Source: an optimization exercise on an open RTL-to-GDS flow (aim: small area, a short achievable clock period and few clock cycles). Production flows keep margins and buffers that such runs may drop. At most, simulation tests tie the RTL to the original design; equivalence was not proved. Power is estimated from default activity; no workload was simulated.

==> inputs of 04-09 <==
==> flow/design.v <==
module rv32i_cpu(
    input clk,
    input reset,
    input  [31:0] program_data_bus,
    output [31:0] program_addr_bus,
    input  [31:0] mem_read_data_bus,
    output reg [31:0] mem_write_data_bus,
    output reg mem_write_signal,
    output reg [31:0] mem_addr_bus
);
    localparam [6:0] OP_LOAD   = 7'b0000011,
                     OP_STORE  = 7'b0100011,
                     OP_IMM    = 7'b0010011,
                     OP_LUI    = 7'b0110111,
                     OP_AUIPC  = 7'b0010111,
                     OP_OP     = 7'b0110011,
                     OP_JAL    = 7'b1101111,
                     OP_JALR   = 7'b1100111,
                     OP_BRANCH = 7'b1100011;
    reg [31:0] regs [31:1];
    reg [31:2] pc;
    assign program_addr_bus = {pc, 2'b00};
    reg [31:0] ir;
    reg [31:2] pcD;
    reg        vD;
    reg        vE;
    reg [31:0] opA, opB, aux;
    reg [4:0]  rdE;
    reg        wE;           
    reg        ldE;          
    reg        lwE;          
    reg        stE;          
    reg        swE;          
    reg        stFwdE;       
    reg        brE;          
    reg        predE;        
    reg        jalrE;
    reg [2:0]  f3E;
    reg        subE;
    reg        sAdd, sSlt, sSltu, sXor, sOr, sAnd, sSll, sSrl, sSra, sAux;
    reg        wW;
    reg        lwW;
    reg [4:0]  rdW;
    reg [31:0] resW;
    wire [6:0] opcode = ir[6:0];
    wire [4:0] rd     = ir[11:7];
    wire [2:0] funct3 = ir[14:12];
    wire [4:0] rs1    = ir[19:15];
    wire [4:0] rs2    = ir[24:20];
    wire [6:0] funct7 = ir[31:25];
    wire [31:0] i_imm = {{20{ir[31]}}, ir[31:20]};
    wire [31:0] s_imm = {{20{ir[31]}}, ir[31:25], ir[11:7]};
    wire [31:0] u_imm = {ir[31:12], 12'b0};
    wire [31:0] b_imm = {{19{ir[31]}}, ir[31], ir[7], ir[30:25], ir[11:8], 1'b0};
    wire [31:0] j_imm = {{11{ir[31]}}, ir[31], ir[19:12], ir[20], ir[30:21], 1'b0};
    wire isLoad   = opcode == OP_LOAD;
    wire isStore  = opcode == OP_STORE;
    wire isImm    = opcode == OP_IMM;
    wire isLui    = opcode == OP_LUI;
    wire isAuipc  = opcode == OP_AUIPC;
    wire isOp     = opcode == OP_OP;
    wire isJal    = opcode == OP_JAL;
    wire isJalr   = opcode == OP_JALR;
    wire isBranch = opcode == OP_BRANCH;
    wire use1 = isOp | isBranch | isStore | isImm | isLoad | isJalr;
    wire use2 = isOp | isBranch;             
    wire writes = isLoad | isImm | isLui | isAuipc | isOp | isJal | isJalr;
    wire [31:0] exRes;
    wire [31:0] wbVal = lwW ? mem_read_data_bus : resW;
    wire fE1 = wE && rdE == rs1;
    wire fE2 = wE && rdE == rs2;
    wire fW1 = wW && rdW == rs1;
    wire fW2 = wW && rdW == rs2;
    wire [31:0] rf1 = (rs1 == 5'd0) ? 32'd0 : regs[rs1];
    wire [31:0] rf2 = (rs2 == 5'd0) ? 32'd0 : regs[rs2];
    wire [31:0] r1W = fW1 ? wbVal : rf1;
    wire [31:0] r2W = fW2 ? wbVal : rf2;
    wire [31:0] rs1Val = fE1 ? exRes : r1W;
    wire [31:0] rs2Val = fE2 ? exRes : r2W;
    wire ldHaz = vE && lwE && wE;
    wire stall = vD && ldHaz && ((use1 && fE1) || (use2 && fE2));
    wire stFwd = ldHaz && isStore && fE2;
    wire [31:2] tgt  = pcD + (isJal ? j_imm[31:2] : b_imm[31:2]);
    wire predT = isJal | (isBranch & ir[31]);
    wire exRedirect;
    wire [31:2] exTarget;
    wire idGo = vD && !stall && !exRedirect;      
    wire idRedirect = idGo && predT;
    wire [31:0] bOp  = subE ? ~opB : opB;
    wire [32:0] sum  = {1'b0, opA} + {1'b0, bOp} + {32'd0, subE};
    wire [31:0] add  = sum[31:0];
    wire ltu = ~sum[32];
    wire lt  = (opA[31] ^ opB[31]) ? opA[31] : add[31];
    wire eq  = opA == opB;
    wire [4:0]  sh = opB[4:0];
    reg  [31:0] shIn, shOut;
    integer k;
    always @* begin
        for (k = 0; k < 32; k = k + 1) shIn[k] = sSll ? opA[31 - k] : opA[k];
    end
    wire        shFill = sSra & opA[31];
    wire [63:0] shExt  = {{32{shFill}}, shIn} >> sh;
    always @* begin
        for (k = 0; k < 32; k = k + 1) shOut[k] = sSll ? shExt[31 - k] : shExt[k];
    end
    assign exRes = ({32{sAdd}} & add)
                 | {31'd0, (sSlt & lt) | (sSltu & ltu)}
                 | ({32{sXor}} & (opA ^ opB))
                 | ({32{sOr}}  & (opA | opB))
                 | ({32{sAnd}} & (opA & opB))
                 | ({32{sSll | sSrl | sSra}} & shOut)
                 | ({32{sAux}} & aux);
    reg taken;
    always @* begin
        case (f3E)
            3'b000: taken = eq;
            3'b001: taken = ~eq;
            3'b100: taken = lt;
            3'b101: taken = ~lt;
            3'b110: taken = ltu;
            3'b111: taken = ~ltu;
            default: taken = 1'b0;
        endcase
    end
    assign exRedirect = vE && (jalrE || (brE && (taken != predE)));
    assign exTarget   = jalrE ? add[31:2] : aux[31:2];
    always @(posedge clk) begin
        if (reset == 1'b0) begin
            pc <= 30'd0;
            vD <= 1'b0;
            vE <= 1'b0;
            wE <= 1'b0;
            ldE <= 1'b0;
            lwE <= 1'b0;
            stE <= 1'b0;
            swE <= 1'b0;
            brE <= 1'b0;
            jalrE <= 1'b0;
            wW <= 1'b0;
            lwW <= 1'b0;
            mem_write_signal <= 1'b0;
        end else begin
            if (exRedirect)      pc <= exTarget;
            else if (stall)      pc <= pc;
            else if (idRedirect) pc <= tgt;
            else                 pc <= pc + 30'd1;
            if (!stall || exRedirect) begin
                ir  <= program_data_bus;
                pcD <= pc;
                vD  <= !exRedirect && !idRedirect;
            end
            vE    <= idGo;
            wE    <= idGo && writes && rd != 5'd0;
            ldE   <= idGo && isLoad;
            lwE   <= idGo && isLoad && funct3 == 3'b010;
            stE   <= idGo && isStore;
            swE   <= idGo && isStore && funct3 == 3'b010;
            brE   <= idGo && isBranch;
            jalrE <= idGo && isJalr;
            predE <= predT;
            stFwdE <= stFwd;
            f3E   <= funct3;
            rdE   <= rd;
            opA <= isLui ? 32'd0 : isAuipc ? {pcD, 2'b00} : rs1Val;
            opB <= (isOp | isBranch) ? rs2Val :
                   isStore ? s_imm :
                   (isLui | isAuipc) ? u_imm : i_imm;
            aux <= isStore ? rs2Val :
                   (isBranch & ~ir[31]) ? {tgt, 2'b00} : {pc, 2'b00};
            subE <= isBranch | (isOp & funct7[5]) | ((isOp | isImm) & funct3[2:1] == 2'b01);
            sAdd <= isLui | isAuipc |
                    (isImm & funct3 == 3'b000) | (isOp & funct3 == 3'b000 & (funct7 == 7'b0000000 | funct7 == 7'b0100000));
            sSlt  <= (isImm & funct3 == 3'b010) | (isOp & funct3 == 3'b010 & funct7 == 7'b0000000);
            sSltu <= (isImm & funct3 == 3'b011) | (isOp & funct3 == 3'b011 & funct7 == 7'b0000000);
            sXor  <= (isImm & funct3 == 3'b100) | (isOp & funct3 == 3'b100 & funct7 == 7'b0000000);
            sOr   <= (isImm & funct3 == 3'b110) | (isOp & funct3 == 3'b110 & funct7 == 7'b0000000);
            sAnd  <= (isImm & funct3 == 3'b111) | (isOp & funct3 == 3'b111 & funct7 == 7'b0000000);
            sSll  <= (isImm & funct3 == 3'b001) | (isOp & funct3 == 3'b001 & funct7 == 7'b0000000);
            sSrl  <= (isImm & funct3 == 3'b101 & ~ir[30]) | (isOp & funct3 == 3'b101 & funct7 == 7'b0000000);
            sSra  <= (isImm & funct3 == 3'b101 &  ir[30]) | (isOp & funct3 == 3'b101 & funct7 == 7'b0100000);
            sAux  <= isJal | isJalr;
            if (ldE || stE) mem_addr_bus <= add;
            if (stE) mem_write_data_bus <= stFwdE ? mem_read_data_bus : aux;
            mem_write_signal <= vE && swE;
            wW   <= wE;
            lwW  <= lwE;
            rdW  <= rdE;
            resW <= exRes;
            if (wW) regs[rdW] <= wbVal;
        end
    end
endmodule
==> flow/run.sh <==
#!/bin/bash
# synth_recipe.tcl (not shown) runs the flow's synth.tcl, then flattens the netlist and writes it again
# the make line also repeats each setting of config.mk as NAME=value (left out here)
make -C /OpenROAD-flow-scripts/flow DESIGN_CONFIG=/design/flow/config.mk WORK_HOME=/design/flow/orfs CLKGATE_MAP_FILE= SYNTH_SCRIPT=/design/flow/synth_recipe.tcl finish
==> flow/config.mk <==
export PLATFORM = sky130hd
export DESIGN_NAME = rv32i_cpu
export DESIGN_NICKNAME = rv32i_cpu
export VERILOG_FILES = /design/flow/design.v
export SDC_FILE = /design/flow/constraint.sdc
export NUM_CORES = 4
export LEC_CHECK = 0
export CAP_MARGIN = 20
export CORE_MARGIN = 2
export CORE_UTILIZATION = 35
export PLACE_DENSITY = 0.55
export SLEW_MARGIN = 20
==> flow/constraint.sdc <==
create_clock -name core_clock -period 9.0 [get_ports {clk}]
set_input_delay 1.8000 -clock core_clock [delete_from_list [all_inputs] [get_ports {clk}]]
set_output_delay 1.8000 -clock core_clock [all_outputs]
set_load 0.01 [all_outputs]
==> inputs of 03-16, as changes to 04-09 <==
==> flow/design.v, changed modules only <==
module rv32i_cpu(
    input clk,
    input reset,
    input  [31:0] program_data_bus,
    output [31:0] program_addr_bus,
    input  [31:0] mem_read_data_bus,
    output [31:0] mem_write_data_bus,
    output reg mem_write_signal,
    output reg [31:0] mem_addr_bus
);
    localparam [6:0] OP_LOAD   = 7'b0000011,
                     OP_STORE  = 7'b0100011,
                     OP_IMM    = 7'b0010011,
                     OP_LUI    = 7'b0110111,
                     OP_AUIPC  = 7'b0010111,
                     OP_OP     = 7'b0110011,
                     OP_JAL    = 7'b1101111,
                     OP_JALR   = 7'b1100111,
                     OP_BRANCH = 7'b1100011;
    reg [31:0] regs [31:1];
    reg [31:2] pc;
    assign program_addr_bus = {pc, 2'b00};
    reg [31:0] ir;
    reg [31:2] pcD;
    reg        vD;
    reg        vE;
    reg [31:0] opA, opB, aux;
    reg [4:0]  rdE;
    reg        wE;           
    reg        ldE;          
    reg        lwE;          
    reg        stE;          
    reg        swE;          
    reg        stFwdE;       
    reg        brE;          
    reg        predE;        
    reg        jalrE;
    reg [2:0]  f3E;
    reg        subE;
    reg        sAdd, sSlt, sSltu, sXor, sOr, sAnd, sSll, sSrl, sSra, sAux;
    reg        wW;
    reg        lwW;
    reg [4:0]  rdW;
    reg [31:0] resW;
    assign mem_write_data_bus = resW;
    wire [6:0] opcode = ir[6:0];
    wire [4:0] rd     = ir[11:7];
    wire [2:0] funct3 = ir[14:12];
    wire [4:0] rs1    = ir[19:15];
    wire [4:0] rs2    = ir[24:20];
    wire [6:0] funct7 = ir[31:25];
    wire [31:0] i_imm = {{20{ir[31]}}, ir[31:20]};
    wire [31:0] s_imm = {{20{ir[31]}}, ir[31:25], ir[11:7]};
    wire [31:0] u_imm = {ir[31:12], 12'b0};
    wire [31:0] b_imm = {{19{ir[31]}}, ir[31], ir[7], ir[30:25], ir[11:8], 1'b0};
    wire [31:0] j_imm = {{11{ir[31]}}, ir[31], ir[19:12], ir[20], ir[30:21], 1'b0};
    wire isLoad   = opcode == OP_LOAD;
    wire isStore  = opcode == OP_STORE;
    wire isImm    = opcode == OP_IMM;
    wire isLui    = opcode == OP_LUI;
    wire isAuipc  = opcode == OP_AUIPC;
    wire isOp     = opcode == OP_OP;
    wire isJal    = opcode == OP_JAL;
    wire isJalr   = opcode == OP_JALR;
    wire isBranch = opcode == OP_BRANCH;
    wire use1 = isOp | isBranch | isStore | isImm | isLoad | isJalr;
    wire use2 = isOp | isBranch;             
    wire writes = isLoad | isImm | isLui | isAuipc | isOp | isJal | isJalr;
    wire [31:0] exRes;
    wire [31:0] wbVal = lwW ? mem_read_data_bus : resW;
    wire fE1 = wE && rdE == rs1;
    wire fE2 = wE && rdE == rs2;
    wire fW1 = wW && rdW == rs1;
    wire fW2 = wW && rdW == rs2;
    reg [31:0] rf1, rf2;
    integer r;
    always @* begin
        rf1 = 32'd0;
        rf2 = 32'd0;
        for (r = 1; r < 32; r = r + 1) begin
            rf1 = rf1 | ({32{rs1 == r}} & regs[r]);
            rf2 = rf2 | ({32{rs2 == r}} & regs[r]);
        end
    end
    wire [31:0] r1W = fW1 ? wbVal : rf1;
    wire [31:0] r2W = fW2 ? wbVal : rf2;
    wire ldHaz = vE && lwE && wE;
    wire stall = vD && ldHaz && ((use1 && fE1) || (use2 && fE2));
    wire stFwd = ldHaz && isStore && fE2;
    wire [31:2] tgt  = pcD + (ir[3] ? j_imm[31:2] : b_imm[31:2]);
    wire predT = isJal | (isBranch & ir[31]);
    wire exRedirect;
    wire [31:2] exTarget;
    wire idGo = vD && !stall && !exRedirect;      
    wire idRedirect = idGo && predT;
    wire [31:0] bOp  = subE ? ~opB : opB;
    wire [32:0] sum  = {1'b0, opA} + {1'b0, bOp} + {32'd0, subE};
    wire [31:0] add  = sum[31:0];
    wire ltu = ~sum[32];
    wire lt  = (opA[31] ^ opB[31]) ? opA[31] : add[31];
    wire eq  = opA == opB;
    wire [4:0]  sh = opB[4:0];
    reg  [31:0] shIn, shOut;
    integer k;
    always @* begin
        for (k = 0; k < 32; k = k + 1) shIn[k] = sSll ? opA[31 - k] : opA[k];
    end
    wire        shFill = sSra & opA[31];
    wire [63:0] shExt  = {{32{shFill}}, shIn} >> sh;
    always @* begin
        for (k = 0; k < 32; k = k + 1) shOut[k] = sSll ? shExt[31 - k] : shExt[k];
    end
    assign exRes = ({32{sAdd}} & add)
                 | {31'd0, (sSlt & lt) | (sSltu & ltu)}
                 | ({32{sXor}} & (opA ^ opB))
                 | ({32{sOr}}  & (opA | opB))
                 | ({32{sAnd}} & (opA & opB))
                 | ({32{sSll | sSrl | sSra}} & shOut)
                 | ({32{sAux}} & aux);
    reg taken;
    always @* begin
        case (f3E)
            3'b000: taken = eq;
            3'b001: taken = ~eq;
            3'b100: taken = lt;
            3'b101: taken = ~lt;
            3'b110: taken = ltu;
            3'b111: taken = ~ltu;
            default: taken = 1'b0;
        endcase
    end
    assign exRedirect = vE && (jalrE || (brE && (taken != predE)));
    assign exTarget   = jalrE ? add[31:2] : aux[31:2];
    always @(posedge clk) begin
        if (reset == 1'b0) begin
            pc <= 30'd0;
            vD <= 1'b0;
            vE <= 1'b0;
            wE <= 1'b0;
            ldE <= 1'b0;
            lwE <= 1'b0;
            stE <= 1'b0;
            swE <= 1'b0;
            brE <= 1'b0;
            jalrE <= 1'b0;
            wW <= 1'b0;
            lwW <= 1'b0;
            mem_write_signal <= 1'b0;
        end else begin
            if (exRedirect)      pc <= exTarget;
            else if (stall)      pc <= pcD;
            else if (idRedirect) pc <= tgt;
            else                 pc <= pc + 30'd1;
            vD <= !exRedirect && !idRedirect && !stall;
            vE    <= idGo;
            wE    <= idGo && writes && rd != 5'd0;
            ldE   <= idGo && isLoad;
            lwE   <= idGo && isLoad && funct3 == 3'b010;
            stE   <= idGo && isStore;
            swE   <= idGo && isStore && funct3 == 3'b010;
            brE   <= idGo && isBranch;
            jalrE <= idGo && isJalr;
            mem_write_signal <= vE && swE;
            wW   <= wE;
            lwW  <= lwE;
        end
        ir  <= program_data_bus;
        pcD <= pc;
        predE  <= predT;
        stFwdE <= stFwd;
        f3E    <= funct3;
        rdE    <= rd;
        opA <= (fE1 & ~isLui & ~isAuipc) ? exRes :
               isLui ? 32'd0 : isAuipc ? {pcD, 2'b00} : r1W;
        opB <= (fE2 & (isOp | isBranch)) ? exRes :
               (isOp | isBranch) ? r2W :
               isStore ? s_imm :
               (isLui | isAuipc) ? u_imm : i_imm;
        aux <= (fE2 & isStore) ? exRes :
               isStore ? r2W :
               (isBranch & ~ir[31]) ? {tgt, 2'b00} : {pc, 2'b00};
        subE  <= isBranch | (isOp & funct7[5]) | ((isOp | isImm) & funct3[2:1] == 2'b01);
        sAdd  <= isLui | isAuipc |
                 (isImm & funct3 == 3'b000) | (isOp & funct3 == 3'b000 & (funct7 == 7'b0000000 | funct7 == 7'b0100000));
        sSlt  <= (isImm & funct3 == 3'b010) | (isOp & funct3 == 3'b010 & funct7 == 7'b0000000);
        sSltu <= (isImm & funct3 == 3'b011) | (isOp & funct3 == 3'b011 & funct7 == 7'b0000000);
        sXor  <= (isImm & funct3 == 3'b100) | (isOp & funct3 == 3'b100 & funct7 == 7'b0000000);
        sOr   <= (isImm & funct3 == 3'b110) | (isOp & funct3 == 3'b110 & funct7 == 7'b0000000);
        sAnd  <= (isImm & funct3 == 3'b111) | (isOp & funct3 == 3'b111 & funct7 == 7'b0000000);
        sSll  <= (isImm & funct3 == 3'b001) | (isOp & funct3 == 3'b001 & funct7 == 7'b0000000);
        sSrl  <= (isImm & funct3 == 3'b101 & ~ir[30]) | (isOp & funct3 == 3'b101 & funct7 == 7'b0000000);
        sSra  <= (isImm & funct3 == 3'b101 &  ir[30]) | (isOp & funct3 == 3'b101 & funct7 == 7'b0100000);
        sAux  <= isJal | isJalr | isStore;
        mem_addr_bus       <= add;
        rdW  <= rdE;
        resW <= stFwdE ? mem_read_data_bus : exRes;
        if (wW) regs[rdW] <= wbVal;
    end
endmodule
- SETUP_SLACK_MARGIN: unset -> 5
==> notes.md <==
Total power: 03-16 is smaller than 04-09 (12%). Against 03-16, the register-to-register slack of 04-09 is lower by 2000 ps. Against 03-16, the area after synthesis of 04-09 is larger by about 15%. Synthesized cell count: 04-09 is smaller than 03-16 (about 8%). Against 03-16, the hold slack of 04-09 is higher by 87 ps. 04-09 ran to the end with no violations. 03-16 ran to the end with no violations. Combinational power: 03-16 is smaller than 04-09 (37%).
Testbench counts of 04-09, summed over its fixed seeds: cycles 29,722.
Function not checked in 03-16: the RTL went through the layout flow alone.

==> static timing again, ports no longer ideal <==
Ports are ideal in the flow. The routed layouts listed here were re-timed in OpenROAD. Step 1 sets driving cells, clkbuf_16 on the clock port and buf_2 on the other inputs (assumed; they add their load-dependent delay and slew). Step 2, shift: input delay + t, output delay - t, t = (earliest + latest rising clock arrival at the registers) / 2. This alone moves slack from input paths to output paths. Slacks: ideal / step 1 / step 2; pairs: ideal / step 1.
run | shift t [ns] | setup WS [ns] | latest minus earliest clock arrival (ns)
04-09 | 0.874 | 2.823 / 2.823 / 2.823 | 0.046 / 0.046
03-16 | 0.893 | 4.826 / 4.826 / 4.198 | 0.054 / 0.054
After both steps every run listed still meets setup and hold. The setup slack of 03-16, which loses most, moves by 0.000 ns with the drivers and by -0.628 ns with both steps.
